From an optimization exercise on the open Yosys and OpenROAD flow, aimed at small area and a short achievable clock period; shortcuts taken in it are not production practice. The RTL was checked by simulation tests, not by an equivalence proof against the original design.

==> flow/design.v <==
module lru_cache_4way #(
    parameter DEPTH       = 32,     
    parameter WAYS        = 4,      
    parameter TAG_BITS    = 31,
    parameter BLOCK_SIZE  = 8
)(
    input  logic clk,
    input  logic rst_n,
    input  logic wr_en,
    input  logic rd_en,
    input  logic [31:0] addr,               
    input  logic [BLOCK_SIZE-1:0] data_in,
    output logic [BLOCK_SIZE-1:0] data_out,
    output logic [BLOCK_SIZE-1:0] data_evicted,
    output logic                  data_evict_en
);
    localparam NUM_SETS   = DEPTH / WAYS;    
    localparam INDEX_BITS = $clog2(NUM_SETS);
    localparam WAY_BITS   = $clog2(WAYS);
    localparam STAG_BITS  = 32 - INDEX_BITS;   
    function automatic logic gt2(input logic [1:0] a, input logic [1:0] b);
        gt2 = (a[1] & ~b[1]) | ((a[1] | ~b[1]) & a[0] & ~b[0]);
    endfunction
    function automatic logic [1:0] inc2(input logic [1:0] a);
        inc2 = {a[1] ^ a[0], ~a[0]};
    endfunction
    logic [STAG_BITS-1:0]  line_tag   [NUM_SETS-1:0][WAYS-1:0];
    logic [BLOCK_SIZE-1:0] line_value [NUM_SETS-1:0][WAYS-1:0];
    logic                  line_valid [NUM_SETS-1:0][WAYS-1:0];
    logic [WAY_BITS-1:0]   line_lru   [NUM_SETS-1:0][WAYS-1:0];   
    logic                  pend;        
    logic                  pend_miss;   
    logic                  pend_acc;    
    logic [INDEX_BITS-1:0] pend_set;
    logic [WAYS-1:0]       pend_way;    
    logic [STAG_BITS-1:0]  pend_tag;    
    logic [BLOCK_SIZE-1:0] pend_value;
    logic [INDEX_BITS-1:0] idx;
    logic [STAG_BITS-1:0]  atag;
    assign idx  = addr[INDEX_BITS-1:0];
    assign atag = addr[31:INDEX_BITS];
    logic [NUM_SETS-1:0] sdec;
    always_comb
        for (int s = 0; s < NUM_SETS; s++)
            sdec[s] = (idx == s[INDEX_BITS-1:0]);
    logic [STAG_BITS-1:0]  set_tag   [WAYS-1:0];
    logic [BLOCK_SIZE-1:0] set_value [WAYS-1:0];
    logic                  set_valid [WAYS-1:0];
    logic [WAY_BITS-1:0]   set_lru   [WAYS-1:0];
    localparam LINE_BITS = WAY_BITS + 1 + BLOCK_SIZE + STAG_BITS;
    for (genvar w = 0; w < WAYS; w++) begin : g_read
        logic [NUM_SETS*LINE_BITS-1:0] lines;
        logic [LINE_BITS-1:0]          rd;
        for (genvar s = 0; s < NUM_SETS; s++) begin : g_set
            assign lines[s*LINE_BITS +: LINE_BITS] =
                {line_lru[s][w], line_valid[s][w], line_value[s][w], line_tag[s][w]};
        end
        lru_cache_onehot_mux #(.N(NUM_SETS), .W(LINE_BITS)) u_mux (
            .sel(sdec), .d(lines), .y(rd));
        assign {set_lru[w], set_valid[w], set_value[w], set_tag[w]} = rd;
    end
    logic            pend_hit_set;
    logic [WAYS-1:0] byp;
    assign pend_hit_set = pend & (pend_set == idx);
    assign byp = {WAYS{pend_hit_set}} & pend_way;
    logic                lk_valid [WAYS-1:0];
    logic [WAY_BITS-1:0] lk_lru   [WAYS-1:0];
    logic                lru_byp;
    assign lru_byp = pend_acc & (pend_set == idx);
    always_comb
        for (int w = 0; w < WAYS; w++) begin
            lk_valid[w] = set_valid[w] | (byp[w] & pend_miss);
            if (lru_byp)
                lk_lru[w] = pend_way[w] ? WAY_BITS'(w) : inc2(set_lru[w] ^ WAY_BITS'(w)) ^ WAY_BITS'(w);
            else
                lk_lru[w] = set_lru[w];
        end
    logic            pend_eq;
    logic [WAYS-1:0] line_eq, hv;
    logic hit;
    assign pend_eq = (pend_tag == atag);
    always_comb
        for (int w = 0; w < WAYS; w++) begin
            line_eq[w] = (set_tag[w] == atag);
            hv[w] = lk_valid[w] && (byp[w] ? pend_eq : line_eq[w]);
        end
    assign hit = |hv;
    logic [BLOCK_SIZE-1:0] eff_value [WAYS-1:0];
    always_comb
        for (int w = 0; w < WAYS; w++)
            eff_value[w] = byp[w] ? pend_value : set_value[w];
    logic [WAY_BITS-1:0] L [WAYS-1:0];
    always_comb
        for (int w = 0; w < WAYS; w++)
            L[w] = lk_lru[w] ^ WAY_BITS'(w);
    logic [WAYS-1:0] lv;
    always_comb
        for (int w = 0; w < WAYS; w++) begin
            lv[w] = 1'b1;
            for (int j = 0; j < WAYS; j++) begin
                if (j < w && !gt2(L[w], L[j])) lv[w] = 1'b0;
                if (j > w &&  gt2(L[j], L[w])) lv[w] = 1'b0;
            end
        end
    logic [WAYS-1:0] sel;
    assign sel = hit ? hv : lv;
    logic [BLOCK_SIZE-1:0] hit_value, lru_value;
    logic                  lru_valid;
    always_comb begin
        hit_value = '0;
        lru_value = '0;
        lru_valid = 1'b0;
        for (int w = 0; w < WAYS; w++) begin
            hit_value = hit_value | ({BLOCK_SIZE{hv[w]}} & eff_value[w]);
            lru_value = lru_value | ({BLOCK_SIZE{lv[w]}} & eff_value[w]);
            lru_valid = lru_valid | (lv[w] & lk_valid[w]);
        end
    end
    logic acc, evict;
    assign acc   = wr_en | (rd_en & hit);
    assign evict = wr_en & ~hit & lru_valid;
    always_ff @(posedge clk or negedge rst_n) begin
        if (!rst_n) begin
            data_out      <= '0;
            data_evicted  <= '0;
            data_evict_en <= 1'b0;
        end else begin
            data_out      <= (wr_en | rd_en) ? hit_value : '0;
            data_evicted  <= evict ? lru_value : '0;
            data_evict_en <= evict;
        end
    end
    always_ff @(posedge clk or negedge rst_n) begin
        if (!rst_n) begin
            for (int s = 0; s < NUM_SETS; s++)
                for (int w = 0; w < WAYS; w++) begin
                    line_valid[s][w] <= 1'b0;
                    line_lru[s][w]   <= '0;
                end
            pend      <= 1'b0;
            pend_miss <= 1'b0;
            pend_acc  <= 1'b0;
        end else begin
            for (int s = 0; s < NUM_SETS; s++)
                for (int w = 0; w < WAYS; w++)
                    if (pend_set == s[INDEX_BITS-1:0]) begin
                        if (pend_acc) begin
                            if (pend_way[w]) line_lru[s][w] <= WAY_BITS'(w);
                            else             line_lru[s][w] <= inc2(line_lru[s][w] ^ WAY_BITS'(w)) ^ WAY_BITS'(w);
                        end
                        if (pend_miss && pend_way[w]) line_valid[s][w] <= 1'b1;
                    end
            pend      <= wr_en;
            pend_miss <= wr_en & ~hit;
            pend_acc  <= acc;
        end
    end
    always_ff @(posedge clk) begin
        pend_set   <= idx;
        pend_way   <= sel;
        pend_tag   <= atag;
        pend_value <= data_in;
        for (int s = 0; s < NUM_SETS; s++)
            for (int w = 0; w < WAYS; w++)
                if (pend && pend_set == s[INDEX_BITS-1:0] && pend_way[w]) begin
                    line_value[s][w] <= pend_value;
                    line_tag[s][w]   <= pend_tag;
                end
    end
endmodule
module lru_cache_onehot_mux #(
    parameter N = 8,
    parameter W = 40
)(
    input  logic [N-1:0]   sel,
    input  logic [N*W-1:0] d,
    output logic [W-1:0]   y
);
    always_comb begin
        y = '0;
        for (int i = 0; i < N; i++)
            y = y | ({W{sel[i]}} & d[i*W +: W]);
    end
endmodule
export LEC_CHECK = 0
export CAP_MARGIN = 20
export CORE_MARGIN = 2
export CORE_UTILIZATION = 60
export CTS_CLUSTER_DIAMETER = 80
export CTS_CLUSTER_SIZE = 25
export SETUP_SLACK_MARGIN = 3.0
export SLEW_MARGIN = 20
export SYNTH_HIERARCHICAL = 1
create_clock -name core_clock -period 5.6 [get_ports {clk}]
standard.sh (not shown) runs the stock make flow with config.mk's settings and CLKGATE_MAP_FILE= SYNTH_SCRIPT=/design/flow/synth_recipe.tcl, a recipe that flattens the netlist after the stock synthesis.
==> flow/flow/run.sh <==
#!/bin/bash
# Standard ORFS layout with two resizer settings changed: the port buffers are
# buf_4 cells, and timing repair may swap a cell for one of another footprint.
set -euo pipefail
cd "$(dirname "$0")/.."
bash standard.sh synth > synth.log 2>&1
bash standard.sh MATCH_CELL_FOOTPRINT=0 "BUFFER_PORTS_ARGS=-buffer_cell sky130_fd_sc_hd__buf_4" finish > layout.log 2>&1
Change:
--- a/flow/design.v
+++ b/flow/design.v
@@ -52,14 +52,16 @@
         logic [NUM_SETS*LINE_BITS-1:0] lines;
         logic [LINE_BITS-1:0]          rd;
         for (genvar s = 0; s < NUM_SETS; s++) begin : g_set
             assign lines[s*LINE_BITS +: LINE_BITS] =
                 {line_lru[s][w], line_valid[s][w], line_value[s][w], line_tag[s][w]};
         end
+        logic [NUM_SETS-1:0] wdec;    
+        lru_cache_dec #(.N(INDEX_BITS)) u_dec (.a(idx), .y(wdec));
         lru_cache_onehot_mux #(.N(NUM_SETS), .W(LINE_BITS)) u_mux (
-            .sel(sdec), .d(lines), .y(rd));
+            .sel(wdec), .d(lines), .y(rd));
         assign {set_lru[w], set_valid[w], set_value[w], set_tag[w]} = rd;
     end
     logic            pend_hit_set;
     logic [WAYS-1:0] byp;
     assign pend_hit_set = pend & (pend_set == idx);
     assign byp = {WAYS{pend_hit_set}} & pend_way;
@@ -157,18 +159,24 @@
     end
     always_ff @(posedge clk) begin
         pend_set   <= idx;
         pend_way   <= sel;
         pend_tag   <= atag;
         pend_value <= data_in;
-        for (int s = 0; s < NUM_SETS; s++)
-            for (int w = 0; w < WAYS; w++)
-                if (pend && pend_set == s[INDEX_BITS-1:0] && pend_way[w]) begin
-                    line_value[s][w] <= pend_value;
-                    line_tag[s][w]   <= pend_tag;
-                end
+    end
+    for (genvar s = 0; s < NUM_SETS; s++) begin : g_wset
+        for (genvar w = 0; w < WAYS; w++) begin : g_wway
+            logic wen;
+            logic [BLOCK_SIZE+STAG_BITS-1:0] nxt;
+            assign wen = pend && (pend_set == s[INDEX_BITS-1:0]) && pend_way[w];
+            lru_cache_hold #(.W(BLOCK_SIZE+STAG_BITS)) u_hold (
+                .q({line_value[s][w], line_tag[s][w]}), .d({pend_value, pend_tag}),
+                .en(wen), .en_n(~wen), .y(nxt));
+            always_ff @(posedge clk)
+                {line_value[s][w], line_tag[s][w]} <= nxt;
+        end
     end
 endmodule
 module lru_cache_onehot_mux #(
     parameter N = 8,
     parameter W = 40
 )(
@@ -179,6 +187,27 @@
     always_comb begin
         y = '0;
         for (int i = 0; i < N; i++)
             y = y | ({W{sel[i]}} & d[i*W +: W]);
     end
 endmodule
+module lru_cache_hold #(
+    parameter W = 37
+)(
+    input  logic [W-1:0] q,
+    input  logic [W-1:0] d,
+    input  logic         en,
+    input  logic         en_n,
+    output logic [W-1:0] y
+);
+    assign y = (q & {W{en_n}}) | (d & {W{en}});
+endmodule
+module lru_cache_dec #(
+    parameter N = 3
+)(
+    input  logic [N-1:0]      a,
+    output logic [(1<<N)-1:0] y
+);
+    always_comb
+        for (int i = 0; i < (1 << N); i++)
+            y[i] = (a == i[N-1:0]);
+endmodule
Synthesized area goes up by 3.8%.
Global-route usage goes up by 3.8 points.
Synthesized cell count rises by 48%.
Register-to-register slack gains 130 ps.
Routed wire length increases by 17%.

[separate check: timing with driven ports]
Ports are ideal in the flow. The routed layouts listed here were re-timed in OpenROAD.
Step 1: set_driving_cell puts a clkbuf_16 on clk and a buf_2 on each other input, an assumption about the parent block.
Step 2, shift: input delay + t, output delay - t, t = (earliest + latest rising clock arrival at the registers) / 2. This alone moves slack from input paths to output paths.
Three values: ideal ports, drivers, drivers and shift; two values: the first two.
run	shift t [ns]	slack for setup (ns)	worst slew at a driven data input, ns	pins driven straight from the clock port
the first run	0.760	1.982 / 1.916 / 1.155	0.29	1
the second run	0.778	2.107 / 1.888 / 1.110	0.34	1
After both steps every run listed still meets setup and hold. The setup slack of the second run, which loses most, moves by -0.219 ns with the drivers and by -0.997 ns with both steps.
